Background: an optimization exercise with open tools, aiming at small area. Do not read the settings as production practice.
Function was checked by simulation only, so behaviour that the tests miss may differ from the original.
The clock port is modelled as an ideal driver, which makes a skipped or thinned clock tree look cheaper than it is; a real chip needs a root buffer or a tree.
Power figures rest on the tool's default switching activity, not on a simulated workload.

==> design/flow/design.v <==
module pxconv(
    input clk,
    input rst,
	input [15:0] axi_to_pxconv_data,
	input axi_to_pxconv_valid,
	input pixel_ack,
	output reg pxconv_to_axi_ready_to_rd,
	output [11:0] pxconv_to_axi_mst_length,
	output [3:0] pxconv_to_bram_we,
	output [31:0] pxconv_to_bram_data,
	output reg pxconv_to_bram_wr_en,
	output [31:0] pxconv_to_bram_addr,
	output busy,
	output reg wnd_in_bram
    );
	genvar i;
	wire [4:0] r = axi_to_pxconv_data[15:11];
	wire [5:0] g = axi_to_pxconv_data[10:5];
	wire [4:0] b = axi_to_pxconv_data[4:0];
	wire [5:0] rb;
	wire [5:0] c1;
	assign c1[0] = 1'b0;
	generate for (i = 0; i < 5; i = i + 1) begin : add_rb
		assign rb[i] = r[i] ^ b[i] ^ c1[i];
		assign c1[i+1] = (r[i] & b[i]) | (c1[i] & (r[i] ^ b[i]));
	end endgenerate
	assign rb[5] = c1[5];
	wire [7:0] s;
	wire [6:0] c2;
	assign s[0] = g[0];
	assign c2[1] = 1'b0;
	generate for (i = 1; i < 6; i = i + 1) begin : add_s
		assign s[i] = rb[i-1] ^ g[i] ^ c2[i];
		assign c2[i+1] = (rb[i-1] & g[i]) | (c2[i] & (rb[i-1] ^ g[i]));
	end endgenerate
	assign s[6] = rb[5] ^ c2[6];
	assign s[7] = rb[5] & c2[6];
	wire [1:0] rem [0:8];
	wire [7:0] quo;
	assign rem[8] = 2'd0;
	generate for (i = 7; i >= 0; i = i - 1) begin : div3
		assign quo[i] = rem[i+1][1] | (rem[i+1][0] & s[i]);
		assign rem[i][1] = rem[i+1][1] ? s[i] : (rem[i+1][0] & ~s[i]);
		assign rem[i][0] = rem[i+1][1] ? ~s[i] : (~rem[i+1][0] & s[i]);
	end endgenerate
	wire [7:0] grey = {quo[5:0], rem[0]};
	reg [7:0] grey_d;    
	reg [7:0] data_q;    
	reg [18:0] px_cnt;   
	reg [12:0] addr_q;   
	reg valid_d;         
	reg wnd_d;           
	assign pxconv_to_axi_mst_length = 12'h080;
	assign pxconv_to_bram_we = 4'hf;
	assign pxconv_to_bram_data = {24'b0, data_q};
	assign pxconv_to_bram_addr = {19'b0, addr_q};
	assign busy = pxconv_to_bram_wr_en;
	always @(posedge clk) begin
		grey_d <= grey;
		data_q <= grey_d;
	end
	wire px_last = px_cnt[18] & px_cnt[15] & px_cnt[13] & px_cnt[12];
	wire px_wrap = axi_to_pxconv_valid & px_last;
	wire [19:0] px_t;
	wire [18:0] px_inc;
	assign px_t[0] = axi_to_pxconv_valid;
	generate for (i = 0; i < 19; i = i + 1) begin : px_ha
		assign px_inc[i] = px_cnt[i] ^ px_t[i];
		assign px_t[i+1] = px_cnt[i] & px_t[i];
	end endgenerate
	localparam [18:0] PX_LAST_BITS = 19'h4B001;
	wire addr_last = addr_q[12] & addr_q[10];
	wire addr_wrap = valid_d & addr_last;
	wire [13:0] addr_t;
	wire [12:0] addr_inc;
	assign addr_t[0] = valid_d;
	generate for (i = 0; i < 13; i = i + 1) begin : addr_ha
		assign addr_inc[i] = addr_q[i] ^ addr_t[i];
		assign addr_t[i+1] = addr_q[i] & addr_t[i];
	end endgenerate
	localparam [12:0] ADDR_LAST_BITS = 13'h1401;
	generate for (i = 0; i < 19; i = i + 1) begin : px_bit
		always @(posedge clk)
			px_cnt[i] <= ~rst & px_inc[i] & ~(PX_LAST_BITS[i] & px_wrap);
	end endgenerate
	generate for (i = 0; i < 13; i = i + 1) begin : addr_bit
		always @(posedge clk)
			if (i == 12 || i == 10)
				addr_q[i] <= rst | (addr_inc[i] & ~addr_wrap);
			else
				addr_q[i] <= ~rst & addr_inc[i] & ~(ADDR_LAST_BITS[i] & addr_wrap);
	end endgenerate
	wire px_hi = |px_cnt[18:13];
	wire px_ge_1400 = px_hi | (px_cnt[12] & (px_cnt[11] | px_cnt[10]));
	wire px_ge_13ff = px_ge_1400 | (px_cnt[12] & (&px_cnt[9:0]));
	always @(posedge clk) begin
		valid_d <= ~rst & axi_to_pxconv_valid;
		pxconv_to_bram_wr_en <= ~rst & valid_d;
		pxconv_to_axi_ready_to_rd <= ~rst & (~px_ge_13ff | pixel_ack);
		wnd_d <= ~rst & px_ge_1400;
		wnd_in_bram <= ~rst & wnd_d;
	end
endmodule
==> design/flow/flow/run.sh <==
#!/bin/bash
# The standard layout, with three changes to how it is built:
#  - after the standard synthesis, the combinational logic between the registers is mapped
#    again by ABC with a stronger area script (the registers, ports, tie cells and port
#    buffers of the standard synthesis are kept as they are, with their names);
#  - the constant outputs share the synthesis's single tie-high and tie-low cells instead of
#    getting one tie cell each;
#  - the port buffers are the smallest buffer, buf_1.
# Each tool's output goes to a log of its own in this folder.
set -euo pipefail
export SKIP_REPAIR_TIE_FANOUT=1
export BUFFER_PORTS_ARGS="-buffer_cell sky130_fd_sc_hd__buf_1"
export CTS_ARGS="-sink_clustering_enable -repair_clock_nets -dont_use_dummy_load -buf_list sky130_fd_sc_hd__clkbuf_8 -root_buf sky130_fd_sc_hd__clkbuf_8 -sink_clustering_size 60 -sink_clustering_max_diameter 500"
DEEPSYN_T=${DEEPSYN_T:-60}

bash standard.sh synth > standard_synth.log 2>&1

RES=orfs/results/${FLOW_PLATFORM}/pxconv/base
LIB=${FLOW_HOME}/platforms/${FLOW_PLATFORM}/lib/sky130_fd_sc_hd__tt_025C_1v80.lib
cp $RES/1_2_yosys.v standard_1_2_yosys.v

# cells kept as they are: registers, tie cells and the buffers synthesis put on the ports
keep=$(grep -oE 'sky130_fd_sc_hd__(df|conb|buf_4)[a-z0-9_]*' standard_1_2_yosys.v | sort -u)
dont_use=$(grep -oE 'cell \("sky130_fd_sc_hd__(lpflow_|probe)[a-z0-9_]*' $LIB | sed 's/cell ("//' | sort -u)
{
  echo "read_liberty -ignore_miss_func $LIB"
  echo "read_verilog standard_1_2_yosys.v"
  echo "hierarchy -top $FLOW_TOP"
  for c in $keep; do echo "setattr -mod -set blackbox 1 $c"; done
  echo "flatten"
  echo "hierarchy -top $FLOW_TOP"
  echo "opt_clean -purge"
  echo "stat -liberty $LIB"
  printf 'abc -liberty %s' "$LIB"
  for c in $dont_use; do printf ' -dont_use %s' "$c"; done
  echo " -script +strash;&get,-n;&deepsyn,-T,${DEEPSYN_T};&put;dch,-f;amap;topo"
  echo "opt_clean -purge"
  echo "rename -enumerate -pattern _r%_"
  echo "stat -liberty $LIB"
  echo "write_verilog -noattr -noexpr -nohex -nodec resynth.v"
} > resynth.ys
yosys -s resynth.ys > resynth.log 2>&1

cp resynth.v $RES/1_2_yosys.v
touch $RES/1_2_yosys.v
bash standard.sh > standard.log 2>&1
==> design/flow/standard.sh <==
#!/bin/bash
# synth_recipe.tcl (not shown) runs the flow's synth.tcl, then flattens the netlist and writes it again
# the make line also repeats each setting of config.mk as NAME=value (left out here)
make -C /OpenROAD-flow-scripts/flow DESIGN_CONFIG=/design/flow/config.mk WORK_HOME=/design/flow/orfs CLKGATE_MAP_FILE= SYNTH_SCRIPT=/design/flow/synth_recipe.tcl "${@:-finish}"
==> design/flow/config.mk <==
export PLATFORM = sky130hd
export DESIGN_NAME = pxconv
export DESIGN_NICKNAME = pxconv
export VERILOG_FILES = /design/flow/design.v
export SDC_FILE = /design/flow/constraint.sdc
export NUM_CORES = 4
export LEC_CHECK = 0
export ABC_AREA = 1
export CAP_MARGIN = 20
export CORE_MARGIN = 2
export CORE_UTILIZATION = 40
export SLEW_MARGIN = 20
==> design/flow/constraint.sdc <==
create_clock -name core_clock -period 10.0 [get_ports {clk}]
set_input_delay 2.0000 -clock core_clock [delete_from_list [all_inputs] [get_ports {clk}]]
set_output_delay 2.0000 -clock core_clock [all_outputs]
set_load 0.01 [all_outputs]
==> notes.md, run 1 <==
- Drt first pass iters: 4
- Fmax: ~170 MHz
- Sink count of the clock tree: 53
- Hold buffers post-CTS: 0
- DRT met1 WL: roughly 1.7 mm
- DRT Wirelength: approximately 3.7 mm
- Cell area after synthesis: ~2500 µm²
- Fin Clk Skew: around 0.016 ns
- Final min period: between 5 and 6 ns
- Max VDD drop: roughly 0.076 mV
- HPWL Detailed: roughly 2.8 mm
- # rows: 28
- Status: no timing/DRC/antenna violations
- Synth Warn #: 1
- Largest net degree at the start of global routing: 55
- CTS tree: built
- Core area: approximately 6000 µm²
- Final setup TNS: 0 ns
- Layout area overhead: -4.59%
- Lkg Pwr: between 0.8 and 0.9 nW
- Max clock buf depth: 2
- Hold Fails Final Rpt: 0
- WL met3: around 200 µm
- Critical Path End Type: flip-flop
- Number of vias in the routed layout: around 1800
- Vias in the first global route: ~1500
- Full die area: between 6000 and 7000 µm²
- Vias per cell: between 4 and 5
- Die height: between 80 and 90 µm
- Multi-input gate area: ~890 µm²
- Worst hold path class: flip-flop to flip-flop
- Max FO, Critical Path: 4
- Reg2Reg Launch Point: px_cnt[0]$_DFF_P_
- Iter 0 DRT Violations: 62
- GPL Wtd Cong: around 0.74
- Highest routed layer: met4
- I/O pin count: approximately 100
- Filler instances: ~610
- Fin. max-slew vios: 0
- # nets final: about 330
- Initial core utilization: approximately two fifths
- Post-route ant nets: 0
- Avg Cell Area, Syn: approximately 8 µm²
- GRT Util Overall: 11.1%
- Final core occ: about 40%
- Share of cells above drive strength 1: ~2%
- Syn nets: 336
- Critical path data arrival time: around 6.2 ns
- Worst setup SP type: input pin
- Period utilization: between 50% and 60%
- First-pass GRT wire length: about 6.4 mm
- CTS H-Tree Depth: 2
- Pwr dens: between 150 and 200 nW/µm²
- Ant diodes: 0
- Initial antenna violation count: 0
- Average wire per standard cell: approximately 9.7 µm
- Port Buf Inserts: 44
- Critical path class: input pin to flip-flop
- GR Overflow Total: 0
- Hold path startpoint: grey_d[7]$_DFF_P_
- Critical Path Source: axi_to_pxconv_data[6]
- CTS resizes: 0
- DR WL met2: 1.69 mm
- Setup bufs post-CTS: 0
- Worst-Skew Late Latency: approximately 0.30 ns
- Maxcap violations: 0
- Register area: 1060 µm²
- Count of final setup violators: 0
- Clk pin slew, worst setup/hold paths: 0.09 ns
- Drt drc: 0
- Critical Path RT: 10.20 ns
- Die W: between 80 and 90 µm
- Clk root buf: clkbuf_8
- Num CTS Buffers: 5
- RSZ-0062 raised after global routing: no
- Post-synthesis cell count: 316
## layout make-up
type	count	area share [%]
Multi-Input combinational cell	176	37.4
Inverter	27	4.24
Timing Repair Buffer	45	7.22
Tap cell	75	3.92
Sequential cell	53	44.4
Clock buffer	5	2.88
## sequential cells by signal, indices dropped and copies added (netlist names)
signal                     cells
pxconv_to_axi_ready_to_rd      1
data_q                         8
pxconv_to_bram_wr_en           1
wnd_d                          1
px_cnt                        19
addr_q                        13
wnd_in_bram                    1
valid_d                        1
grey_d                         8
## worst paths after layout
| check | endpoint | slack (ns) | depth (start not counted) |
|---|---|---|---|
| worst max-delay path | grey_d[0]$_DFF_P_ | 4.03 | 28 |
| worst min-delay path | data_q[7]$_DFF_P_ | 0.33 | 0 |
| worst max register to register | px_cnt[17]$_DFF_P_ | 6.88 | 18 |
| worst min register to register | data_q[7]$_DFF_P_ | 0.33 | 0 |
## critical path, stage by stage
cell	delay (ns)
buf_1	0.11
nor2_1	0.05
a21oi_1	0.14
nand2_1	0.08
o21ai_0	0.12
a21oi_1	0.13
nand2_1	0.08
o21ai_0	0.12
o21ai_0	0.23
nand2_1	0.09
o21ai_0	0.14
nor3_1	0.10
a31oi_1	0.21
clkinv_1	0.11
a22oi_1	0.22
o21ai_0	0.14
o21ai_0	0.13
nor2b_1	0.09
or2_0	0.23
nand2_1	0.09
o21ai_0	0.11
o21ai_0	0.22
o22ai_1	0.15
nor2b_1	0.17
or2_0	0.24
o32ai_1	0.35
nor2_1	0.10
a22o_1	0.20
## metal layers
layer / up-vias / global-route usage (%)
met4: 0 / 5.37
met5: - / 0
li1: 974 / -
met3: 5 / 2.68
met1: 783 / 13.2
met2: 34 / 18.5
## report_power, final
part,leakage [nW],internal (W),total [W],switching [W]
sequential,0.435,0.000241,0.000248,0.00000717
combinational,0.365,0.0000309,0.0000918,0.0000609
clock,0.0359,0.0000452,0.000104,0.0000591
total,0.836,0.000317,0.000444,0.000127
## layout by cell type (no fill, tap or decap), types with 6 or more instances in the layout
cell type	instances
nor2_1	56
a21oi_1	14
and3_1	8
nor3b_1	6
clkinv_1	27
a211oi_1	7
o21ai_0	16
nand2_1	16
dfxtp_1	53
buf_1	44
nor3_1	17
## per-stage QoR
step	area (µm²)	hold WS [ns]	total power (W)	std cells	setup WS, ns
final	2390	0.329	0.000444	381	4.03
after global routing	2390	0.334	0.000474	381	3.29
after CTS	2390	0.332	0.000452	381	4.01
after detailed placement	2320	0.312	0.000347	376	3.69
after global placement	2320	0.312	0.000344	376	3.89
after floorplan	2510	0.310	0.000337	316	4.34
==> run 2: changes to the inputs <==
--- a/design/flow/flow/run.sh
+++ b/design/flow/flow/run.sh
@@ -12,3 +12,2 @@
 export BUFFER_PORTS_ARGS="-buffer_cell sky130_fd_sc_hd__buf_1"
-export CTS_ARGS="-sink_clustering_enable -repair_clock_nets -dont_use_dummy_load -buf_list sky130_fd_sc_hd__clkbuf_8 -root_buf sky130_fd_sc_hd__clkbuf_8 -sink_clustering_size 60 -sink_clustering_max_diameter 500"
 DEEPSYN_T=${DEEPSYN_T:-60}
==> run 2 against run 1 <==
Against the previous run: wire length rose by 0.27%; die area did not move; sequential cell count did not move; first-iteration DRC count rose by 23%; global-route usage rose by 0.063 points; core utilization rose by 0.38 points; total power rose by 3.0%; cell count rose by 0.79%; clock power rose by 13%; largest cell class unchanged; largest power group unchanged.
==> notes.md, run 2 <==
- Most frequent cells in the layout: nor2_1, dfxtp_1, buf_1, clkinv_1, nor3_1
- Hold buffers post-CTS: 0
- Syn nets: between 300 and 400
- Vias per cell: around 4.7
- GR Util met2: 18.4%
- Hold Path Depth: 0
- Num CTS Buffers: 5
- CTS tree: built
- Avg Cell Area, Syn: 7.93 µm²
- DP Worst Slack: 3.69 ns
- Port Buf Inserts: 44
- Status: no timing/DRC/antenna violations
- Hold path startpoint: grey_d[7]$_DFF_P_
- Commonest non-fill, non-tap cell in the layout: nor2_1
- Vias in the first global route: ~1500
- Full die area: ~6900 µm²
- Pwr dens: 189 nW/µm²
- Largest net degree at the start of global routing: between 50 and 60
- Clk pin slew, worst setup/hold paths: around 0.090 ns
- I/O pin count: 104
- Final setup margin: slightly above 4 ns
- Critical path data arrival time: approximately 6 ns
- Average wire per standard cell: between 9 and 10 µm
- DRT Wirelength: roughly 3.7 mm
- Drt first pass iters: 4
- Maxcap violations: 0
- CTS H-Tree Depth: 2
- Hold Fails Final Rpt: 0
- Top flop regs: px_cnt x19, addr_q x13
- Setup bufs post-CTS: 0
- HPWL Detailed: 2.84 mm
- Initial antenna violation count: 0
- Met3 Resource Use GR: around 3.3%
- RR Endpoint: px_cnt[17]$_DFF_P_
- # rows: 28
- Max reg flops: 19
- Worst setup SP type: input pin
- Top reg by flops: px_cnt
- Max clock buf depth: 2
- Cell Count, Final, Fillers Out: between 300 and 400
- Number of vias in the routed layout: 1810
- Grt met1 use: a little over an eighth
- Count of final setup violators: 0
- R2r setup slk: slightly below 7 ns
- # nets final: approximately 330
- Period utilization: approximately 60%
- Fin Clk Skew: between 0.003 and 0.004 ns
- Critical path class: input pin to flip-flop
- Placed Instances: 376
- Die W: 83.2 µm
- Core area: 5990 µm²
- Fmax: 168 MHz
- Post-synthesis cell count: between 300 and 400
- Fin. max-slew vios: 0
- Design Power: 0.000458 W
- Drt drc: 0
- Sink count of the clock tree: between 50 and 60
- Worst hold path class: flip-flop to flip-flop
- Max VDD drop: 0.0831 mV
- GPL Wtd Cong: roughly 0.74
- Critical Path RT: just over 10 ns
- GRT Max-Usage Layer: met2
- Final setup TNS: 0 ns
- GRT Util Overall: 11.1%
- GR Overflow Total: 0
- Critical Path End Type: flip-flop
- Cell area after synthesis: 2510 µm²
- First-pass GRT wire length: approximately 6.4 mm
- Reg2Reg Launch Point: px_cnt[0]$_DFF_P_
- Clk root buf: clkbuf_8
- Post-route ant nets: 0
- Final min period: slightly below 6 ns
- Die height: 83.2 µm
- Number of cells on the worst reg-to-reg path: 18
- Layout area overhead: -3.69%
- Hold path endpoint: data_q[7]$_DFF_P_
- Lkg Pwr: around 0.85 nW
- Ant diodes: 0
- Share of cells above drive strength 1: 2.91%
- Synth Warn #: 1
- Max FO, Critical Path: 4
- Initial core utilization: between 40% and 50%
- CTS resizes: 0
- RSZ-0062 raised after global routing: no
- Iter 0 DRT Violations: 76
- Worst-Skew Late Latency: 0.30 ns
==> run 2: area by class of cell <==
type / instances / area, µm²
fillers: 611 / 3580
flip-flops and latches: 53 / 1060
inverters: 27 / 101
multi-input cells: 176 / 895
repair buffers: 45 / 173
well taps: 75 / 93.8
clock inverters: 3 / 22.5
clock buffers: 5 / 68.8
==> run 2: metrics by stage <==
step	hold slack, ns	utilization [%]	area (µm²)
5_1_grt	0.338	40.3	2410
4_1_cts	0.335	40.3	2410
3_3_place_gp	0.312	38.8	2320
3_5_place_dp	0.312	38.8	2320
6_report	0.333	40.3	2410
2_1_floorplan	0.310	-	2510
==> run 2: worst max-delay path by stage <==
stage	from	to	cells past startpoint
5_1_grt	axi_to_pxconv_data[0]	grey_d[0]$_DFF_P_	28
3_3_place_gp	axi_to_pxconv_data[0]	grey_d[0]$_DFF_P_	28
3_5_place_dp	axi_to_pxconv_data[0]	grey_d[0]$_DFF_P_	28
2_1_floorplan	axi_to_pxconv_data[0]	grey_d[0]$_DFF_P_	28
4_1_cts	axi_to_pxconv_data[0]	grey_d[0]$_DFF_P_	28
6_report	axi_to_pxconv_data[6]	grey_d[0]$_DFF_P_	28
==> run 2: critical path, cell delays in order <==
cell and delay (ns):
buf_1 0.11, nor2_1 0.05, a21oi_1 0.14, nand2_1 0.08
o21ai_0 0.12, a21oi_1 0.13, nand2_1 0.08, o21ai_0 0.12
o21ai_0 0.23, nand2_1 0.09, o21ai_0 0.14, nor3_1 0.10
a31oi_1 0.21, clkinv_1 0.11, a22oi_1 0.22, o21ai_0 0.14
o21ai_0 0.13, nor2b_1 0.09, or2_0 0.23, nand2_1 0.09
o21ai_0 0.11, o21ai_0 0.22, o22ai_1 0.15, nor2b_1 0.17
or2_0 0.24, o32ai_1 0.35, nor2_1 0.10, a22o_1 0.20
==> run 2: layer usage <==
metal,routed length (µm),vias up,share of wire (%)
met3,197,6,5.3
met5,0,-,0
met2,1690,33,46
li1,-,979,-
met4,70,0,1.9
met1,1730,792,47
==> run 2: report_power, final <==
group	leakage (nW)	switching, W	internal (W)
registers	0.435	0.00000716	0.000241
logic	0.365	0.0000609	0.0000309
clock network	0.0481	0.0000679	0.0000497
total	0.848	0.000136	0.000322
==> run 3: changes to the inputs <==
--- a/design/flow/flow/run.sh
+++ b/design/flow/flow/run.sh
@@ -12,2 +12,3 @@
 export BUFFER_PORTS_ARGS="-buffer_cell sky130_fd_sc_hd__buf_1"
+export CTS_ARGS="-sink_clustering_enable -repair_clock_nets -dont_use_dummy_load -buf_list sky130_fd_sc_hd__clkbuf_8 -root_buf sky130_fd_sc_hd__clkbuf_8 -sink_clustering_size 60 -sink_clustering_max_diameter 500 -sink_buffer_max_cap_derate 1.0"
 DEEPSYN_T=${DEEPSYN_T:-60}
==> run 3 against run 2 <==
Against the previous run: synthesized cell count stayed put; wire length is 0.27% lower; cell area is 0.93% lower; hold slack worse by 0.0039 ns; combinational power hardly changed; clock-buffer cell count stayed put; sequential cell count stayed put.
==> notes.md, run 3 <==
- Iter 0 DRT Violations: a little over 60
- Placed Instances: around 380
- # rows: 28
- Fin Clk Skew: about 0.016 ns
- Ant diodes: 0
- Die height: 83.2 µm
- Hold Path Depth: 0
- Filler instances: around 610
- Clk root buf: clkbuf_8
- Layout area overhead: -4.59%
- Synth Warn #: 1
- Design Power: ~0.00044 W
- Lkg Pwr: about 0.84 nW
- Die W: between 80 and 90 µm
- Share of cells above drive strength 1: under 10%
- Fmax: around 170 MHz
- Commonest non-fill, non-tap cell in the layout: nor2_1
- Top flop regs: px_cnt x19, addr_q x13
- Max FO, Critical Path: 4
- Max reg flops: 19
- Sink count of the clock tree: 53
- GR Overflow Total: 0
- GRT Util Overall: 11.1%
- Cell area after synthesis: approximately 2500 µm²
- Port Buf Inserts: 44
- Initial antenna violation count: 0
- Full die area: 6920 µm²
- Max VDD drop: 0.0755 mV
- Drt first pass iters: 4
- Worst-Skew Late Latency: approximately 0.30 ns
- Period utilization: about 60%
- Core area: ~6000 µm²
- Number of vias in the routed layout: 1796
- Final min period: a little under 6 ns
- Hold Fails Final Rpt: 0
- Largest net degree at the start of global routing: between 50 and 60
- Hold buffers post-CTS: 0
- Maxcap violations: 0
- Count of final setup violators: 0
- CTS tree: built
- Drt drc: 0
- Number of cells on the worst reg-to-reg path: 18
- Critical path data arrival time: 6.17 ns
- Clk pin slew, worst setup/hold paths: roughly 0.090 ns
- Post-DP Area: roughly 2300 µm²
- Fin. max-slew vios: 0
- Post-route ant nets: 0
- Syn nets: between 300 and 400
- Avg Cell Area, Syn: 7.93 µm²
- DRT Wirelength: 3.68 mm
- Vias per cell: around 4.7
- Top reg by flops: px_cnt
- Post-synthesis cell count: 316
- Final setup margin: between 4 and 5 ns
- First-pass GRT wire length: roughly 6.4 mm
- Initial core utilization: around two fifths
- Worst hold path class: flip-flop to flip-flop
- Num CTS Buffers: 5
- Setup bufs post-CTS: 0
- Final setup TNS: 0 ns
- Cell Count, Final, Fillers Out: ~380
- RSZ-0062 raised after global routing: no
- Critical Path RT: approximately 10 ns
- CTS resizes: 0
- DP Worst Slack: 3.69 ns
- Post-route cell area: 2390 µm²
- Worst setup SP type: input pin
- Most frequent cells in the layout: nor2_1, dfxtp_1, buf_1, clkinv_1, nor3_1
- Status: no timing/DRC/antenna violations
- CTS H-Tree Depth: 2
- I/O pin count: ~100
- HPWL Detailed: ~2.8 mm
- Critical path class: input pin to flip-flop
- Average wire per standard cell: 9.67 µm
- # nets final: roughly 330
- Critical Path End Type: flip-flop
- Vias in the first global route: roughly 1500
- Max clock buf depth: 2
- GPL Wtd Cong: about 0.74
- Pwr dens: around 190 nW/µm²
## run 3: final cells by class
type / count / area [µm²] / share of cell area (%)
Sequential cell: 53 / 1060 / 44.4
Multi-Input combinational cell: 176 / 895 / 37.4
Timing Repair Buffer: 45 / 173 / 7.22
Inverter: 27 / 101 / 4.24
Tap cell: 75 / 93.8 / 3.92
Clock buffer: 5 / 68.8 / 2.88
## run 3: layer usage
metal	routed length, µm	share of wire (%)	track usage, %
met5	0	0	0
met4	65	1.8	5.37
met3	195	5.3	2.68
met1	1730	47	13.2
met2	1690	46	18.5
## run 3: final timing paths
kind                         start  slack, ns                 end
max          axi_to_pxconv_data[6]       4.03   grey_d[0]$_DFF_P_
max reg2reg      px_cnt[0]$_DFF_P_       6.88  px_cnt[17]$_DFF_P_
min              grey_d[7]$_DFF_P_       0.33   data_q[7]$_DFF_P_
min reg2reg      grey_d[7]$_DFF_P_       0.33   data_q[7]$_DFF_P_
## run 3: critical path, cell delays in order
cell and delay [ns]:
buf_1 0.11, nor2_1 0.05, a21oi_1 0.14, nand2_1 0.08, o21ai_0 0.12, a21oi_1 0.13, nand2_1 0.08, o21ai_0 0.12
o21ai_0 0.23, nand2_1 0.09, o21ai_0 0.14, nor3_1 0.10, a31oi_1 0.21, clkinv_1 0.11, a22oi_1 0.22, o21ai_0 0.14
o21ai_0 0.13, nor2b_1 0.09, or2_0 0.23, nand2_1 0.09, o21ai_0 0.11, o21ai_0 0.22, o22ai_1 0.15, nor2b_1 0.17
or2_0 0.24, o32ai_1 0.35, nor2_1 0.10, a22o_1 0.20
## run 3: power breakdown
group          internal (W)  leakage [nW]  switching, W   total, W
Combinational     0.0000309         0.365     0.0000609  0.0000918
Sequential         0.000241         0.435    0.00000717   0.000248
Clock             0.0000452        0.0359     0.0000591   0.000104
Total              0.000317         0.836      0.000127   0.000444
## run 3: through the flow
stage | hold slack [ns] | util, %
final | 0.329 | 39.9
after global placement | 0.312 | 38.8
after global routing | 0.334 | 39.9
after floorplan | 0.310 | -
after detailed placement | 0.312 | 38.8
after CTS | 0.332 | 39.9
==> run 4: changes to the inputs <==
--- a/design/flow/flow/run.sh
+++ b/design/flow/flow/run.sh
@@ -12,3 +12,3 @@
 export BUFFER_PORTS_ARGS="-buffer_cell sky130_fd_sc_hd__buf_1"
-export CTS_ARGS="-sink_clustering_enable -repair_clock_nets -dont_use_dummy_load -buf_list sky130_fd_sc_hd__clkbuf_8 -root_buf sky130_fd_sc_hd__clkbuf_8 -sink_clustering_size 60 -sink_clustering_max_diameter 500 -sink_buffer_max_cap_derate 1.0"
+export CTS_ARGS="-sink_clustering_enable -repair_clock_nets -dont_use_dummy_load -buf_list sky130_fd_sc_hd__clkbuf_16 -root_buf sky130_fd_sc_hd__clkbuf_16 -sink_clustering_size 60 -sink_clustering_max_diameter 500 -sink_buffer_max_cap_derate 1.0"
 DEEPSYN_T=${DEEPSYN_T:-60}
==> run 4 against run 3 <==
Against the previous run: hold slack lost 0.0049 ns; register-to-register slack about the same; combinational power hardly changed; area after synthesis is the same; critical path type unchanged; sequential power hardly changed; critical path depth did not move.
==> notes.md, run 4 <==
- Status: no timing/DRC/antenna violations
- Maxcap violations: 0
- Critical Path End Type: flip-flop
- RSZ-0062 raised after global routing: no
- Design Power: between 0.0004 and 0.0005 W
- GPL Wtd Cong: ~0.74
- Port Buf Inserts: 44
- # nets final: between 300 and 400
- DRT Wirelength: around 3.7 mm
- Num CTS Buffers: 5
- I/O pin count: between 100 and 150
- Initial core utilization: 41.9%
- Cell area after synthesis: approximately 2500 µm²
- Syn nets: around 340
- Post-synthesis cell count: 316
- R2r setup slk: 6.88 ns
- Hold Path Depth: 0
- Top reg by flops: px_cnt
- Fin Clk Skew: roughly 0.012 ns
- Worst-Skew Late Latency: roughly 0.29 ns
- Number of vias in the routed layout: 1807
- Hold path endpoint: data_q[7]$_DFF_P_
- Worst hold path class: flip-flop to flip-flop
- GR Overflow Total: 0
- Critical path class: input pin to flip-flop
- Setup bufs post-CTS: 0
- Fin. max-slew vios: 0
- Max clock buf depth: 2
- Drt first pass iters: 4
- Vias per cell: around 4.7
- Post-route cell area: 2450 µm²
- Ant diodes: 0
- Period utilization: around three fifths
- Critical Path RT: a little over 10 ns
- Fmax: about 170 MHz
- Full die area: just under 7000 µm²
- Delay-heaviest family, CP: compound AO/OA/AOI/OAI gates
- # rows: 28
- GRT Util Overall: between 10% and 20%
- Clk pin slew, worst setup/hold paths: about 0.060 ns
- Core area: 5990 µm²
- Post-DP Area: 2320 µm²
- RR Endpoint: px_cnt[17]$_DFF_P_
- Avg Cell Area, Syn: between 7 and 8 µm²
- Final core occ: between 40% and 50%
- Vias in the first global route: approximately 1500
- Buf/Inv on CP: 2
- Reg2Reg Launch Point: px_cnt[0]$_DFF_P_
- Most frequent cells in the layout: nor2_1, dfxtp_1, buf_1, clkinv_1, nor3_1
- Max reg flops: 19
- Post-route ant nets: 0
- Crit path max-delay cell type: o32ai_1
- CTS resizes: 0
- Number of cells on the worst reg-to-reg path: 18
- Iter 0 DRT Violations: 70
- Hold buffers post-CTS: 0
- Die height: a little over 80 µm
- Hold Fails Final Rpt: 0
- Final min period: ~6 ns
- Die W: ~83 µm
- CTS tree: built
- Top flop regs: px_cnt x19, addr_q x13
- HPWL Detailed: between 2 and 3 mm
- Final setup TNS: 0 ns
- Initial antenna violation count: 0
- Pwr dens: 201 nW/µm²
- Max VDD drop: 0.0916 mV
- Commonest non-fill, non-tap cell in the layout: nor2_1
- Largest net degree at the start of global routing: 55
- CTS H-Tree Depth: 2
- Critical path data arrival time: slightly above 6 ns
- Layout area overhead: -2.35%
- Max FO, Critical Path: 4
- Hold path startpoint: grey_d[7]$_DFF_P_
- Average wire per standard cell: between 9 and 10 µm
- CP peak stage delay: about 0.35 ns
- Count of final setup violators: 0
- Worst setup SP type: input pin
- Clk root buf: clkbuf_16
- Sink count of the clock tree: 53
- Drt drc: 0
- CP most frequent cell: o21ai_0
- First-pass GRT wire length: approximately 6.4 mm
- Lkg Pwr: 0.861 nW
- Share of cells above drive strength 1: just under 2%
- Synth Warn #: 1
- Filler instances: 606
run 4: cell types whose count changed in the layout (fill, tap and decap cells not counted):
cell / delta
clkbuf_16: +5
clkbuf_8: -5
run 4: stage by stage:
stage	worst slack [ns]	hold slack (ns)	std cells
6_report	4.01	0.324	381
5_1_grt	3.26	0.329	381
4_1_cts	3.99	0.327	381
3_5_place_dp	3.69	0.312	376
3_3_place_gp	3.89	0.312	376
2_1_floorplan	4.34	0.310	316
run 4: layout make-up:
cell class                      instances  area [µm²]  share of cell area (%)
Sequential cell                        53        1060                    43.3
Multi-Input combinational cell        176         895                    36.5
Timing Repair Buffer                   45         173                    7.05
Clock buffer                            5         125                    5.11
Inverter                               27         101                    4.14
Tap cell                               75        93.8                    3.83
run 4: worst reg2reg max path: cells and delay by family (launching register included):
kind                   cells  cell delay (ns)
buffers and inverters      2             0.16
flip-flops                 1             0.31
AND/OR/NAND/NOR           16             2.58
run 4: how the worst max path moves through the flow:
| stage | startpoint | end | cells after the start |
|---|---|---|---|
| floorplan | axi_to_pxconv_data[0] | grey_d[0]$_DFF_P_ | 28 |
| global placement | axi_to_pxconv_data[0] | grey_d[0]$_DFF_P_ | 28 |
| detailed placement | axi_to_pxconv_data[0] | grey_d[0]$_DFF_P_ | 28 |
| CTS | axi_to_pxconv_data[0] | grey_d[0]$_DFF_P_ | 28 |
| global route | axi_to_pxconv_data[0] | grey_d[0]$_DFF_P_ | 28 |
| finish | axi_to_pxconv_data[6] | grey_d[0]$_DFF_P_ | 28 |
run 4: power by group:
part	internal, W	switching (W)	leakage [nW]	total [W]
sequential	0.000241	0.00000716	0.435	0.000249
clock	0.0000884	0.0000635	0.0616	0.000152
combinational	0.0000309	0.0000610	0.365	0.0000919
run 4: layer usage:
| metal | up-vias | share of wire, % | track usage [%] | routed length, µm |
|---|---|---|---|---|
| met3 | 4 | 5.4 | 3.28 | 202 |
| met2 | 34 | 47 | 18.7 | 1730 |
| met1 | 795 | 47 | 13.3 | 1740 |
| met4 | 0 | 1.0 | 4.47 | 38 |
| met5 | - | 0 | 0 | 0 |
| li1 | 974 | - | - | - |
==> run 5: changes to the inputs <==
--- a/design/flow/flow/run.sh
+++ b/design/flow/flow/run.sh
@@ -7,3 +7,4 @@
 #    getting one tie cell each;
-#  - the port buffers are the smallest buffer, buf_1.
+#  - the port buffers are the smallest buffer, buf_1;
+#  - the clock tree is a few leaf buffers driven from the clock port (flow/post_cts.tcl).
 # Each tool's output goes to a log of its own in this folder.
@@ -12,4 +13,7 @@
 export BUFFER_PORTS_ARGS="-buffer_cell sky130_fd_sc_hd__buf_1"
-export CTS_ARGS="-sink_clustering_enable -repair_clock_nets -dont_use_dummy_load -buf_list sky130_fd_sc_hd__clkbuf_16 -root_buf sky130_fd_sc_hd__clkbuf_16 -sink_clustering_size 60 -sink_clustering_max_diameter 500 -sink_buffer_max_cap_derate 1.0"
 DEEPSYN_T=${DEEPSYN_T:-60}
+# CTS without dummy loads; its tree is then replaced by flow/post_cts.tcl
+export CTS_ARGS="-sink_clustering_enable -repair_clock_nets -dont_use_dummy_load"
+export FLOW_FLOW_DIR=$PWD/flow
+export POST_CTS_TCL=$PWD/flow/post_cts.tcl
 
==> design/flow/flow/clock_tree.tcl (new file) <==
# Replaces the clock tree CTS built with K leaf buffers driven straight from the clock port,
# each driving the registers of one cluster (k-means on the register positions).
proc my_clock_tree { k cell } {
  set block [ord::get_db_block]
  set clknet [$block findNet clk]
  set cbs {}
  foreach inst [$block getInsts] {
    if {[string match *clkbuf* [[$inst getMaster] getName]] || [string match *clkinv* [[$inst getMaster] getName]] && [string match clkload* [$inst getName]]} { lappend cbs $inst }
  }
  foreach inst $cbs {
    foreach it [$inst getITerms] {
      if {[$it isOutputSignal]} {
        set on [$it getNet]
        if {$on eq "NULL"} { continue }
        foreach s [$on getITerms] { if {[$s getInst] != $inst} { $s disconnect; $s connect $clknet } }
        $it disconnect
        odb::dbNet_destroy $on
      }
    }
  }
  foreach inst $cbs { foreach it [$inst getITerms] { $it disconnect }; odb::dbInst_destroy $inst }
  # sinks and their positions
  set pts {}
  foreach it [$clknet getITerms] {
    set b [[$it getInst] getBBox]
    lappend pts [list $it [expr {([$b xMin] + [$b xMax]) / 2.0}] [expr {([$b yMin] + [$b yMax]) / 2.0}]]
  }
  set pts [lsort -real -index 1 $pts]
  set n [llength $pts]
  # seed centres spread along x, then k-means
  set cs {}
  for {set i 0} {$i < $k} {incr i} { set p [lindex $pts [expr {int(($i + 0.5) * $n / $k)}]]; lappend cs [list [lindex $p 1] [lindex $p 2]] }
  for {set iter 0} {$iter < 50} {incr iter} {
    set groups {}
    for {set i 0} {$i < $k} {incr i} { lappend groups {} }
    foreach p $pts {
      set best 0; set bd 1e30
      for {set i 0} {$i < $k} {incr i} {
        set c [lindex $cs $i]
        set d [expr {abs([lindex $p 1] - [lindex $c 0]) + abs([lindex $p 2] - [lindex $c 1])}]
        if {$d < $bd} { set bd $d; set best $i }
      }
      lset groups $best [concat [lindex $groups $best] [list $p]]
    }
    set ncs {}
    for {set i 0} {$i < $k} {incr i} {
      set g [lindex $groups $i]
      if {[llength $g] == 0} { lappend ncs [lindex $cs $i]; continue }
      set sx 0; set sy 0
      foreach p $g { set sx [expr {$sx + [lindex $p 1]}]; set sy [expr {$sy + [lindex $p 2]}] }
      lappend ncs [list [expr {$sx / [llength $g]}] [expr {$sy / [llength $g]}]]
    }
    set cs $ncs
  }
  set dbu [$block getDbUnitsPerMicron]
  for {set i 0} {$i < $k} {incr i} {
    set g [lindex $groups $i]
    if {[llength $g] == 0} { continue }
    set pins {}
    foreach p $g { set it [lindex $p 0]; lappend pins [get_pins "[[$it getInst] getName]/[[$it getMTerm] getName]"] }
    set c [lindex $cs $i]
    puts "clock leaf $i: [llength $g] sinks at [expr {[lindex $c 0] / $dbu}] [expr {[lindex $c 1] / $dbu}]"
    insert_buffer -buffer_cell $cell -net clk -load_pins $pins -buffer_name clkleaf_$i -net_name clk_leaf_$i \
      -location [list [expr {[lindex $c 0] / $dbu}] [expr {[lindex $c 1] / $dbu}]]
  }
}
==> design/flow/flow/post_cts.tcl (new file) <==
# Runs at the end of ORFS's CTS step: swaps CTS's tree (a root buffer and four leaf buffers)
# for 2 leaf buffers that the clock port drives directly.
source $::env(FLOW_FLOW_DIR)/clock_tree.tcl
my_clock_tree 2 sky130_fd_sc_hd__clkbuf_16
set_placement_padding -global -left $::env(CELL_PAD_IN_SITES_DETAIL_PLACEMENT) -right $::env(CELL_PAD_IN_SITES_DETAIL_PLACEMENT)
detailed_placement
check_placement -verbose
estimate_parasitics -placement
report_worst_slack -max
report_worst_slack -min
==> run 5 against run 4 <==
Against the previous run: clock power shrank 44%; synthesized cell count is the same; first-iteration DRC count grew 100%; sequential power is essentially flat; global-route usage grew 1.4 points; wire length is essentially flat; maximum frequency shrank 1.8%; critical path depth is the same; register-to-register slack is essentially flat; via count grew 0.83%; hold slack gained 0.012 ns; combinational power is essentially flat; largest power group unchanged; highest routed layer unchanged.
==> notes.md, run 5 <==
- Status: no timing/DRC/antenna violations
- Post-route cell area: 2370 µm²
- Cell area after synthesis: between 2000 and 3000 µm²
- Initial core utilization: 41.9%
- First-pass GRT wire length: 6.23 mm
- I/O pin count: 104
- Drt drc: 0
- Post-synthesis cell count: between 300 and 400
- Final setup margin: around 4 ns
- Synth Warn #: 1
- Clk pin slew, worst setup/hold paths: around 0.1 ns
- Period utilization: between 60% and 70%
- Largest net degree at the start of global routing: 55
- Critical path class: input pin to flip-flop
- Max FO, Critical Path: 4
- Most frequent cells in the layout: nor2_1, dfxtp_1, buf_1, clkinv_1, nor3_1
- Critical path data arrival time: roughly 6 ns
- Core area: ~6000 µm²
- GRT Util Overall: 12.5%
- Commonest non-fill, non-tap cell in the layout: nor2_1
- Sink count of the clock tree: 53
- Top flop regs: px_cnt x19, addr_q x13
- Maxcap violations: 0
- # rows: 28
- Worst-Skew Late Latency: between 0.15 and 0.2 ns
- Register area: 1060 µm²
- Final setup TNS: 0 ns
- Fmax: 164 MHz
- CP peak stage delay: about 0.35 ns
- Avg Cell Area, Syn: roughly 8 µm²
- DRT Wirelength: approximately 3.7 mm
- Top reg by flops: px_cnt
- Full die area: about 6900 µm²
- Hold Fails Final Rpt: 0
- CP most frequent cell: o21ai_0
- Vias in the first global route: 1494
- Count of final setup violators: 0
- GPL Wtd Cong: roughly 0.74
- Fin Clk Skew: slightly above 0.008 ns
- Multi-input gate area: 895 µm²
- Fin. max-slew vios: 0
- Critical Path RT: about 10 ns
- Number of vias in the routed layout: roughly 1800
- Hold slack: between 0.3 and 0.4 ns
- Average wire per standard cell: about 9.8 µm
- Iter 0 DRT Violations: 140
- Post-DP Area: 2320 µm²
- Max VDD drop: approximately 0.13 mV
- R2r setup slk: 6.89 ns
- GR Overflow Total: 0
- Worst hold path class: flip-flop to flip-flop
- Critical Path Source: axi_to_pxconv_data[6]
- HPWL Detailed: 2.84 mm
- Number of cells on the worst reg-to-reg path: 18
- Port Buf Inserts: 44
- Drt first pass iters: 6
- DP Worst Slack: around 3.7 ns
- Hold Path Depth: 0
- RSZ-0062 raised after global routing: no
- Worst Setup EP: grey_d[0]$_DFF_P_
- Ant diodes: 0
- Reg2Reg Launch Point: px_cnt[0]$_DFF_P_
- Syn nets: roughly 340
- Lkg Pwr: 0.824 nW
- Filler instances: just over 600
- Initial antenna violation count: 0
- Crit path max-delay cell type: o32ai_1
- Pwr dens: between 150 and 200 nW/µm²
- Die height: around 83 µm
- Share of cells above drive strength 1: less than 1%
- Final min period: around 6 ns
- # nets final: between 300 and 400
- Layout area overhead: -5.34%
- Worst setup SP type: input pin
- Post-route ant nets: 0
- Vias per cell: 4.82
- RR Endpoint: px_cnt[17]$_DFF_P_
- Final core occ: slightly below 40%
- Critical Path End Type: flip-flop
- Die W: 83.2 µm
- Max reg flops: 19
==> run 5: worst max-delay path: cells and delay by family <==
| kind | cells | cell delay [ns] |
|---|---|---|
| compound gates | 15 | 2.62 |
| buf+inv | 2 | 0.22 |
| simple gates | 11 | 1.32 |
==> run 5: worst min-delay path by stage <==
stage / startpoint / slack, ns / endpoint
floorplan: grey_d[0]$_DFF_P_ / 0.31 / data_q[0]$_DFF_P_
global placement: grey_d[0]$_DFF_P_ / 0.31 / data_q[0]$_DFF_P_
detailed placement: grey_d[3]$_DFF_P_ / 0.31 / data_q[3]$_DFF_P_
global route: grey_d[7]$_DFF_P_ / 0.34 / data_q[7]$_DFF_P_
finish: grey_d[7]$_DFF_P_ / 0.34 / data_q[7]$_DFF_P_
==> run 5: cell type report, without the clock buffers <==
type                            count  share of cell area (%)
Sequential cell                    53                    44.7
Multi-Input combinational cell    176                    37.7
Timing Repair Buffer               45                    7.27
Inverter                           27                    4.27
Tap cell                           75                    3.95
==> run 5: routing by layer <==
| layer | global-route usage [%] | vias to the layer above | wire length, µm |
|---|---|---|---|
| met5 | 0 | - | 0 |
| met4 | 2.68 | 0 | 28 |
| met3 | 2.19 | 3 | 260 |
| met2 | 21.3 | 48 | 1780 |
| met1 | 16.6 | 802 | 1640 |
| li1 | - | 969 | - |
==> run 5: power by group <==
group / internal [W] / total, W / switching [W]
registers: 0.000241 / 0.000248 / 0.00000721
clock network: 0.0000368 / 0.0000857 / 0.0000489
logic: 0.0000309 / 0.0000918 / 0.0000609
==> run 5: through the flow <==
stage	total power, W	instances
2_1_floorplan	0.000337	316
3_3_place_gp	0.000344	376
3_5_place_dp	0.000347	376
5_1_grt	0.000453	378
6_report	0.000426	378
==> run 6: changes to the inputs <==
==> design/flow/flow/post_cts.tcl (replaced) <==
# Runs at the end of ORFS's CTS step: swaps CTS's tree (a root buffer and four leaf buffers)
# for 3 leaf buffers that the clock port drives directly.
source $::env(FLOW_FLOW_DIR)/clock_tree.tcl
my_clock_tree 3 sky130_fd_sc_hd__clkbuf_8
set_placement_padding -global -left $::env(CELL_PAD_IN_SITES_DETAIL_PLACEMENT) -right $::env(CELL_PAD_IN_SITES_DETAIL_PLACEMENT)
detailed_placement
check_placement -verbose
estimate_parasitics -placement
report_worst_slack -max
report_worst_slack -min
==> run 6 against run 5 <==
Against the previous run: core utilization down 0.15 points; combinational power about the same; via count up 0.11%; cell count up 0.26%; largest cell class unchanged.
==> notes.md, run 6 <==
- Status: no timing/DRC/antenna violations
- Core area: 5990 µm²
- Count of final setup violators: 0
- Critical Path RT: 10.07 ns
- Hold Fails Final Rpt: 0
- HPWL Detailed: 2.84 mm
- Syn nets: 336
- Worst-Skew Late Latency: about 0.16 ns
- DRT Wirelength: approximately 3.7 mm
- Lkg Pwr: between 0.8 and 0.9 nW
- Full die area: 6920 µm²
- Post-synthesis cell count: approximately 320
- Largest net degree at the start of global routing: 55
- Fin Clk Skew: approximately 0.0078 ns
- Cell area after synthesis: around 2500 µm²
- Layout area overhead: -5.69%
- RSZ-0062 raised after global routing: no
- Critical path class: input pin to flip-flop
- # rows: 28
- Critical Path End Type: flip-flop
- Critical path data arrival time: roughly 6.2 ns
- Die W: 83.2 µm
- Worst Setup EP: grey_d[0]$_DFF_P_
- Top flop regs: px_cnt x19, addr_q x13
- Reg2Reg Launch Point: px_cnt[0]$_DFF_P_
- Maxcap violations: 0
- Clk pin slew, worst setup/hold paths: 0.10 ns
- GR Overflow Total: 0
- I/O pin count: 104
- Drt drc: 0
- GR Util met2: approximately 22%
- Initial core utilization: a little over two fifths
- Sink count of the clock tree: 53
- First-pass GRT wire length: 6.31 mm
- Avg Cell Area, Syn: between 7 and 8 µm²
- Most frequent cells in the layout: nor2_1, dfxtp_1, buf_1, clkinv_1, nor3_1
- Hold slack: between 0.3 and 0.4 ns
- Grt met1 use: 16.7%
- Period utilization: 61.0%
- Met3 Resource Use GR: 2.98%
- Iter 0 DRT Violations: 209
- Pwr dens: roughly 180 nW/µm²
- Final setup TNS: 0 ns
- Commonest non-fill, non-tap cell in the layout: nor2_1
- RR Endpoint: px_cnt[17]$_DFF_P_
- Vias in the first global route: 1496
- Worst setup SP type: input pin
- Number of vias in the routed layout: 1824
- R2r setup slk: approximately 6.9 ns
- Share of cells above drive strength 1: roughly 1.3%
- GRT Util Overall: about an eighth
- Fmax: around 160 MHz
- Placed Instances: between 300 and 400
- GRT Max-Usage Layer: met2
- Max reg flops: 19
- Fin. max-slew vios: 0
- Worst hold path class: flip-flop to flip-flop
- Cell Count, Final, Fillers Out: roughly 380
- Initial antenna violation count: 0
- Max FO, Critical Path: 4
- Final min period: ~6 ns
- Drt first pass iters: 4
- # nets final: between 300 and 400
- Vias per cell: approximately 4.8
- Max VDD drop: 0.113 mV
- Number of cells on the worst reg-to-reg path: 18
- Top reg by flops: px_cnt
- Critical Path Source: axi_to_pxconv_data[6]
- Port Buf Inserts: 44
- Average wire per standard cell: around 10 µm
- Ant diodes: 0
- GPL Wtd Cong: 0.736
- Post-route ant nets: 0
- Synth Warn #: 1
- Die height: 83.2 µm
run 6: final cells by class, without the clock buffers:
cell class                 instances  area [µm²]
inverter                          27         101
multi-input combinational        176         895
fill                             614        3630
tap                               75        93.8
sequential                        53        1060
timing repair buffer              45         173
run 6: where the power goes:
group,leakage (nW),internal [W],switching [W]
combinational,0.365,0.0000309,0.0000610
sequential,0.435,0.000241,0.00000749
clock,0.0216,0.0000279,0.0000496
total,0.821,0.000300,0.000118
run 6: metrics by stage:
step / area, µm² / worst slack [ns] / power [W] / util, %
final: 2360 / 3.90 / 0.000418 / 39.5
after detailed placement: 2320 / 3.69 / 0.000347 / 38.8
after floorplan: 2510 / 4.34 / 0.000337 / -
after global routing: 2360 / 3.14 / 0.000445 / 39.5
after global placement: 2320 / 3.89 / 0.000344 / 38.8
run 6: worst min-delay path by stage:
stage                            from           endpoint  slack [ns]  cells past startpoint
floorplan           grey_d[0]$_DFF_P_  data_q[0]$_DFF_P_        0.31                      0
global placement    grey_d[0]$_DFF_P_  data_q[0]$_DFF_P_        0.31                      0
detailed placement  grey_d[3]$_DFF_P_  data_q[3]$_DFF_P_        0.31                      0
global route        grey_d[7]$_DFF_P_  data_q[7]$_DFF_P_        0.34                      0
finish              grey_d[1]$_DFF_P_  data_q[1]$_DFF_P_        0.34                      0
run 6: routing by layer:
layer / wire length, µm / up-vias / part of all wire (%)
met4: 47 / 0 / 1.3
met3: 211 / 5 / 5.7
met5: 0 / - / 0
li1: - / 972 / -
met1: 1670 / 804 / 45
met2: 1790 / 43 / 48
run 6: worst max-delay path: stages:
cell      delay (ns)
buf_1           0.11
nor2_1          0.05
a21oi_1         0.14
nand2_1         0.08
o21ai_0         0.12
a21oi_1         0.13
nand2_1         0.08
o21ai_0         0.12
o21ai_0         0.23
nand2_1         0.09
o21ai_0         0.14
nor3_1          0.10
a31oi_1         0.21
clkinv_1        0.11
a22oi_1         0.22
o21ai_0         0.14
o21ai_0         0.13
nor2b_1         0.09
or2_0           0.24
nand2_1         0.09
o21ai_0         0.11
o21ai_0         0.23
o22ai_1         0.16
nor2b_1         0.17
or2_0           0.24
o32ai_1         0.35
nor2_1          0.09
a22o_1          0.20
==> run 7: changes to the inputs <==
--- a/design/flow/flow/run.sh
+++ b/design/flow/flow/run.sh
@@ -1,3 +1,3 @@
 #!/bin/bash
-# The standard layout, with three changes to how it is built:
+# The standard layout, with these changes to how it is built:
 #  - after the standard synthesis, the combinational logic between the registers is mapped
==> run 7 against run 6 <==
Against the previous run: still clean; hold slack unchanged; sequential cell count unchanged; setup slack unchanged; sequential power about the same; largest cell class unchanged; critical endpoint unchanged; sequential share of layout area unchanged.
==> notes.md, run 7 <==
- Status: no timing/DRC/antenna violations
- Avg Cell Area, Syn: 7.93 µm²
- Layout area overhead: -5.69%
- Syn nets: about 340
- HPWL Detailed: around 2.8 mm
- Sink count of the clock tree: 53
- Die W: around 83 µm
- RSZ-0062 raised after global routing: no
- Cell area after synthesis: ~2500 µm²
- GPL Wtd Cong: roughly 0.74
- Hold Path Depth: 0
- # rows: 28
- Fmax: between 150 and 200 MHz
- Full die area: 6920 µm²
- Vias in the first global route: ~1500
- Top reg by flops: px_cnt
- Initial core utilization: 41.9%
- Final min period: roughly 6 ns
- Lkg Pwr: approximately 0.82 nW
- Worst setup SP type: input pin
- Top flop regs: px_cnt x19, addr_q x13
- GR Overflow Total: 0
- Largest net degree at the start of global routing: 55
- Die height: about 83 µm
- Number of vias in the routed layout: about 1800
- Post-DP Area: about 2300 µm²
- Critical Path RT: 10.07 ns
- DP Worst Slack: 3.69 ns
- Iter 0 DRT Violations: 209
- Initial antenna violation count: 0
- Period utilization: about 60%
- Fin. max-slew vios: 0
- Most frequent cells in the layout: nor2_1, dfxtp_1, buf_1, clkinv_1, nor3_1
- Count of final setup violators: 0
- Hold Fails Final Rpt: 0
- I/O pin count: 104
- Critical path data arrival time: 6.17 ns
- Hold slack: between 0.3 and 0.4 ns
- Worst-Skew Late Latency: 0.16 ns
- Max FO, Critical Path: 4
- Drt drc: 0
- Clk pin slew, worst setup/hold paths: ~0.10 ns
- DRT Wirelength: between 3 and 4 mm
- Critical path class: input pin to flip-flop
- Vias per cell: just under 5
- Maxcap violations: 0
- Post-route cell area: about 2400 µm²
- Final core occ: roughly two fifths
- GRT Util Overall: approximately 13%
- Final setup TNS: 0 ns
- Share of cells above drive strength 1: under 10%
- Final setup margin: approximately 3.9 ns
- Post-route ant nets: 0
- # nets final: about 330
- Port Buf Inserts: between 40 and 50
- First-pass GRT wire length: roughly 6.3 mm
- Worst hold path class: flip-flop to flip-flop
- Drt first pass iters: 4
- Number of cells on the worst reg-to-reg path: 18
- Synth Warn #: 1
- Ant diodes: 0
- Critical Path End Type: flip-flop
- Average wire per standard cell: 9.80 µm
- Max reg flops: 19
- Fin Clk Skew: 0.00779 ns
- Max VDD drop: 0.113 mV
- Post-synthesis cell count: roughly 320
- Commonest non-fill, non-tap cell in the layout: nor2_1
- Pwr dens: approximately 180 nW/µm²
- Core area: 5990 µm²
## run 7: layout make-up, without the clock buffers
class	instances	area (µm²)
well taps	75	93.8
multi-input cells	176	895
flip-flops and latches	53	1060
fillers	614	3630
inverters	27	101
repair buffers	45	173
## run 7: path summary, 6_finish.rpt
path / from / to / slack, ns
worst max-delay path: axi_to_pxconv_data[6] / grey_d[0]$_DFF_P_ / 3.90
worst min register to register: grey_d[1]$_DFF_P_ / data_q[1]$_DFF_P_ / 0.34
worst max register to register: px_cnt[0]$_DFF_P_ / px_cnt[17]$_DFF_P_ / 6.89
worst min-delay path: grey_d[1]$_DFF_P_ / data_q[1]$_DFF_P_ / 0.34
## run 7: report_power, final
part	internal, W	leakage (nW)	switching, W
Combinational	0.0000309	0.365	0.0000610
Sequential	0.000241	0.435	0.00000749
Clock	0.0000279	0.0216	0.0000496
## run 7: routing by layer
| layer | share of wire (%) | vias up | global-route usage, % |
|---|---|---|---|
| li1 | - | 972 | - |
| met1 | 45 | 804 | 16.7 |
| met2 | 48 | 43 | 22.2 |
| met3 | 5.7 | 5 | 2.98 |
| met4 | 1.3 | 0 | 2.68 |
| met5 | 0 | - | 0 |
## run 7: through the flow
step	instances	total power (W)
after floorplan	316	0.000337
after global placement	376	0.000344
after detailed placement	376	0.000347
after global routing	379	0.000445
final	379	0.000418
## run 7: critical path: stages
cell      delay [ns]
buf_1           0.11
nor2_1          0.05
a21oi_1         0.14
nand2_1         0.08
o21ai_0         0.12
a21oi_1         0.13
nand2_1         0.08
o21ai_0         0.12
o21ai_0         0.23
nand2_1         0.09
o21ai_0         0.14
nor3_1          0.10
a31oi_1         0.21
clkinv_1        0.11
a22oi_1         0.22
o21ai_0         0.14
o21ai_0         0.13
nor2b_1         0.09
or2_0           0.24
nand2_1         0.09
o21ai_0         0.11
o21ai_0         0.23
o22ai_1         0.16
nor2b_1         0.17
or2_0           0.24
o32ai_1         0.35
nor2_1          0.09
a22o_1          0.20
==> run 8: changes to the inputs <==
--- a/design/flow/flow/run.sh
+++ b/design/flow/flow/run.sh
@@ -3,3 +3,3 @@
 #  - after the standard synthesis, the combinational logic between the registers is mapped
-#    again by ABC with a stronger area script (the registers, ports, tie cells and port
+#    again by ABC with a stronger area script, the best of several seeds (the registers, ports, tie cells and port
 #    buffers of the standard synthesis are kept as they are, with their names);
@@ -13,3 +13,4 @@
 export BUFFER_PORTS_ARGS="-buffer_cell sky130_fd_sc_hd__buf_1"
-DEEPSYN_T=${DEEPSYN_T:-60}
+DEEPSYN_T=${DEEPSYN_T:-30}
+SEEDS="0 1 2 3 4 5 6 7 8 9 10 11"
 # CTS without dummy loads; its tree is then replaced by flow/post_cts.tcl
@@ -28,20 +29,33 @@
 dont_use=$(grep -oE 'cell \("sky130_fd_sc_hd__(lpflow_|probe)[a-z0-9_]*' $LIB | sed 's/cell ("//' | sort -u)
-{
-  echo "read_liberty -ignore_miss_func $LIB"
-  echo "read_verilog standard_1_2_yosys.v"
-  echo "hierarchy -top $FLOW_TOP"
-  for c in $keep; do echo "setattr -mod -set blackbox 1 $c"; done
-  echo "flatten"
-  echo "hierarchy -top $FLOW_TOP"
-  echo "opt_clean -purge"
-  echo "stat -liberty $LIB"
-  printf 'abc -liberty %s' "$LIB"
-  for c in $dont_use; do printf ' -dont_use %s' "$c"; done
-  echo " -script +strash;&get,-n;&deepsyn,-T,${DEEPSYN_T};&put;dch,-f;amap;topo"
-  echo "opt_clean -purge"
-  echo "rename -enumerate -pattern _r%_"
-  echo "stat -liberty $LIB"
-  echo "write_verilog -noattr -noexpr -nohex -nodec resynth.v"
-} > resynth.ys
-yosys -s resynth.ys > resynth.log 2>&1
+# ABC's deep synthesis is a randomised search: run it with several seeds and keep the
+# smallest result.
+mkdir -p resynth
+for seed in $SEEDS; do
+  {
+    echo "read_liberty -ignore_miss_func $LIB"
+    echo "read_verilog standard_1_2_yosys.v"
+    echo "hierarchy -top $FLOW_TOP"
+    for c in $keep; do echo "setattr -mod -set blackbox 1 $c"; done
+    echo "flatten"
+    echo "hierarchy -top $FLOW_TOP"
+    echo "opt_clean -purge"
+    echo "stat -liberty $LIB"
+    printf 'abc -liberty %s' "$LIB"
+    for c in $dont_use; do printf ' -dont_use %s' "$c"; done
+    echo " -script +strash;dc2;&get,-n;&deepsyn,-T,${DEEPSYN_T},-S,${seed};&put;dc2;dch,-f;amap;topo"
+    echo "opt_clean -purge"
+    echo "rename -enumerate -pattern _r%_"
+    echo "tee -o resynth/area_${seed}.txt stat -liberty $LIB"
+    echo "write_verilog -noattr -noexpr -nohex -nodec resynth/resynth_${seed}.v"
+  } > resynth/resynth_${seed}.ys
+done
+printf '%s\n' $SEEDS | xargs -P ${NUM_CORES:-4} -I{} sh -c 'yosys -s resynth/resynth_{}.ys > resynth/resynth_{}.log 2>&1'
+best=""
+for seed in $SEEDS; do
+  a=$(grep -E 'Chip area' resynth/area_${seed}.txt | awk '{print $NF}')
+  echo "seed $seed area $a" >> resynth/areas.log
+  if [[ -z "$best" ]] || awk -v a="$a" -v b="$besta" 'BEGIN{exit !(a < b)}'; then best=$seed; besta=$a; fi
+done
+echo "best seed $best area $besta" >> resynth/areas.log
+cp resynth/resynth_${best}.v resynth.v
 
--- a/design/flow/config.mk
+++ b/design/flow/config.mk
@@ -8,5 +8,5 @@
 export ABC_AREA = 1
-export CAP_MARGIN = 20
+export CAP_MARGIN = 0
 export CORE_MARGIN = 2
 export CORE_UTILIZATION = 40
-export SLEW_MARGIN = 20
+export SLEW_MARGIN = 0
==> run 8 against run 7 <==
Against the previous run: maximum frequency grew 13%; sequential power is essentially flat; largest cell class unchanged; die area down 2.2%; hold slack gained 0.00088 ns; clock skew grew 0.0095 ns; global-route usage shrank 0.11 points; cell count is 3.7% lower; core utilization is 0.53 points lower; sequential share of layout area is 1.1 points higher; critical endpoint unchanged; critical path depth fell by 2; wire length fell by 0.48%.
==> notes.md, run 8 <==
- Status: no timing/DRC/antenna violations
- Fin Clk Skew: between 0.015 and 0.02 ns
- Hold path startpoint: grey_d[7]$_DFF_P_
- # nets final: 312
- Die W: approximately 80 µm
- # rows: 28
- R2r setup slk: about 7.0 ns
- Drt drc: 0
- Crit path max-delay cell type: o22ai_1
- Port Buf Inserts: 44
- Initial core utilization: approximately two fifths
- Number of cells on the worst reg-to-reg path: 18
- Worst setup SP type: input pin
- GRT Util Overall: between 10% and 20%
- Top flop regs: px_cnt x19, addr_q x13
- CP peak stage delay: 0.25 ns
- Post-DP Area: 2260 µm²
- CP most frequent cell: o21ai_0
- Fmax: around 180 MHz
- Share of cells above drive strength 1: 1.38%
- Count of final setup violators: 0
- DRT Wirelength: between 3 and 4 mm
- Avg Cell Area, Syn: ~8.1 µm²
- Post-synthesis cell count: 302
- GPL Wtd Cong: 0.745
- Fin. max-slew vios: 0
- Critical path class: input pin to flip-flop
- Average wire per standard cell: slightly above 10 µm
- Initial antenna violation count: 0
- Commonest non-fill, non-tap cell in the layout: dfxtp_1
- Slew headroom: 56.0%
- GR Overflow Total: 0
- RR Endpoint: px_cnt[18]$_DFF_P_
- Lkg Pwr: approximately 0.83 nW
- Worst-Skew Late Latency: roughly 0.17 ns
- HPWL Detailed: between 2 and 3 mm
- Drt first pass iters: 9
- I/O pin count: ~100
- Critical Path End Type: flip-flop
- Multi-input gate area: roughly 870 µm²
- Register area: about 1100 µm²
- Iter 0 DRT Violations: around 170
- Core area: 5920 µm²
- Max reg flops: 19
- Hold path endpoint: data_q[7]$_DFF_P_
- Maxcap violations: 0
- RSZ-0062 raised after global routing: no
- Syn nets: 322
- Layout area overhead: -5.83%
- Buf/Inv on CP: 2
- Final min period: 5.42 ns
- Largest net degree at the start of global routing: 55
- Clk pin slew, worst setup/hold paths: ~0.11 ns
- Worst slew pin tran: about 0.65 ns
- Hold Fails Final Rpt: 0
- Hold Path Depth: 0
- Cell area after synthesis: 2450 µm²
- Synth Warn #: 1
- Post-route ant nets: 0
- Delay-heaviest family, CP: compound AO/OA/AOI/OAI gates
- Reg2Reg Launch Point: px_cnt[0]$_DFF_P_
- Sink count of the clock tree: 53
- Vias per cell: approximately 4.9
- Critical Path RT: just over 10 ns
- Final setup TNS: 0 ns
- Most frequent cells in the layout: dfxtp_1, nor2_1, buf_1, o21ai_0
- Critical Path Source: axi_to_pxconv_data[0]
- Number of vias in the routed layout: about 1800
- Full die area: between 6000 and 7000 µm²
- Final setup margin: between 4 and 5 ns
- DP Worst Slack: about 4.4 ns
- Period utilization: 54.2%
- First-pass GRT wire length: ~5.7 mm
- Pwr dens: between 150 and 200 nW/µm²
- Ant diodes: 0
- Post-route cell area: between 2000 and 2500 µm²
- Max FO, Critical Path: 4
- Critical path data arrival time: between 5 and 6 ns
- Vias in the first global route: about 1400
- Die height: 82.2 µm
- Max VDD drop: 0.0841 mV
- Filler instances: roughly 650
- Worst hold path class: flip-flop to flip-flop
- Top reg by flops: px_cnt
[run 8: metal layers]
| metal | GRT usage (%) | share of wire [%] | vias to the layer above |
|---|---|---|---|
| met1 | 17.9 | 45 | 767 |
| met3 | 3.70 | 12 | 5 |
| met5 | 0 | 0 | - |
| met4 | 3.67 | 1.3 | 0 |
| met2 | 19.2 | 41 | 85 |
| li1 | - | - | 935 |
[run 8: area by class of cell, without the clock buffers]
class | count | share of cell area (%)
timing repair buffer | 45 | 7.49
inverter | 17 | 2.77
multi-input combinational | 172 | 37.9
sequential | 53 | 46.0
tap | 75 | 4.07
[run 8: worst max-delay path by stage]
| stage | endpoint | slack [ns] | cells after the start |
|---|---|---|---|
| floorplan | grey_d[0]$_DFF_P_ | 4.89 | 25 |
| global route | grey_d[0]$_DFF_P_ | 3.94 | 26 |
| finish | grey_d[0]$_DFF_P_ | 4.58 | 26 |
| detailed placement | grey_d[0]$_DFF_P_ | 4.38 | 26 |
| global placement | grey_d[0]$_DFF_P_ | 4.56 | 26 |
[run 8: worst reg2reg max path, delay by kind of cell (launching register included)]
family	cells	cell delay, ns
simple gates	16	2.46
buf+inv	2	0.15
flops	1	0.33
[run 8: where the power goes]
part           switching [W]  total (W)  internal, W
logic              0.0000602  0.0000906    0.0000304
clock network      0.0000509  0.0000788    0.0000279
registers         0.00000788   0.000250     0.000242
[run 8: stage by stage]
step / hold WS (ns) / utilization (%) / std cells / total power (W)
final: 0.338 / 38.9 / 365 / 0.000419
after global routing: 0.344 / 38.9 / 365 / 0.000446
after detailed placement: 0.313 / 38.3 / 362 / 0.000347
after global placement: 0.312 / 38.3 / 362 / 0.000344
after floorplan: 0.310 / - / 302 / 0.000337

==> what the ideal ports hide <==
Ports are ideal in the flow. The routed layouts listed here were re-timed in OpenROAD.
Step 1 assumes that a clkbuf_16 drives the clock port and a buf_2 every other input.
Step 2 adds t to the input delays and takes it off the output delays; t is the mean of the earliest and latest rising clock arrival at the registers after step 1. Input paths then give back, and output paths get back, about the clock's delay inside the block.
Slacks: no drivers / after step 1 / after step 2; pairs: no drivers / after step 1.
run	t (ns)	slack for setup (ns)	hold WS [ns]	latest minus earliest clock arrival (ns)	cell pins on the clock port's net
run 1	0.321	4.034 / 4.040 / 3.720	0.329 / 0.329 / 0.329	0.017 / 0.017	1
run 2	0.328	4.035 / 4.041 / 3.713	0.333 / 0.333 / 0.333	0.004 / 0.005	1
run 3	0.321	4.034 / 4.040 / 3.720	0.329 / 0.329 / 0.329	0.017 / 0.017	1
run 4	0.309	4.012 / 4.021 / 3.712	0.324 / 0.324 / 0.324	0.012 / 0.012	1
run 5	0.202	3.904 / 3.929 / 3.728	0.336 / 0.336 / 0.336	0.008 / 0.009	2
run 6	0.200	3.896 / 3.918 / 3.718	0.337 / 0.337 / 0.337	0.008 / 0.008	3
run 7	0.200	3.896 / 3.918 / 3.718	0.337 / 0.337 / 0.337	0.008 / 0.008	3
run 8	0.203	4.580 / 4.606 / 4.403	0.338 / 0.338 / 0.338	0.017 / 0.018	3
After both steps setup and hold are still met in every run listed. The setup slack of run 2, which loses most, moves by +0.006 ns with the drivers and by -0.322 ns with both steps.
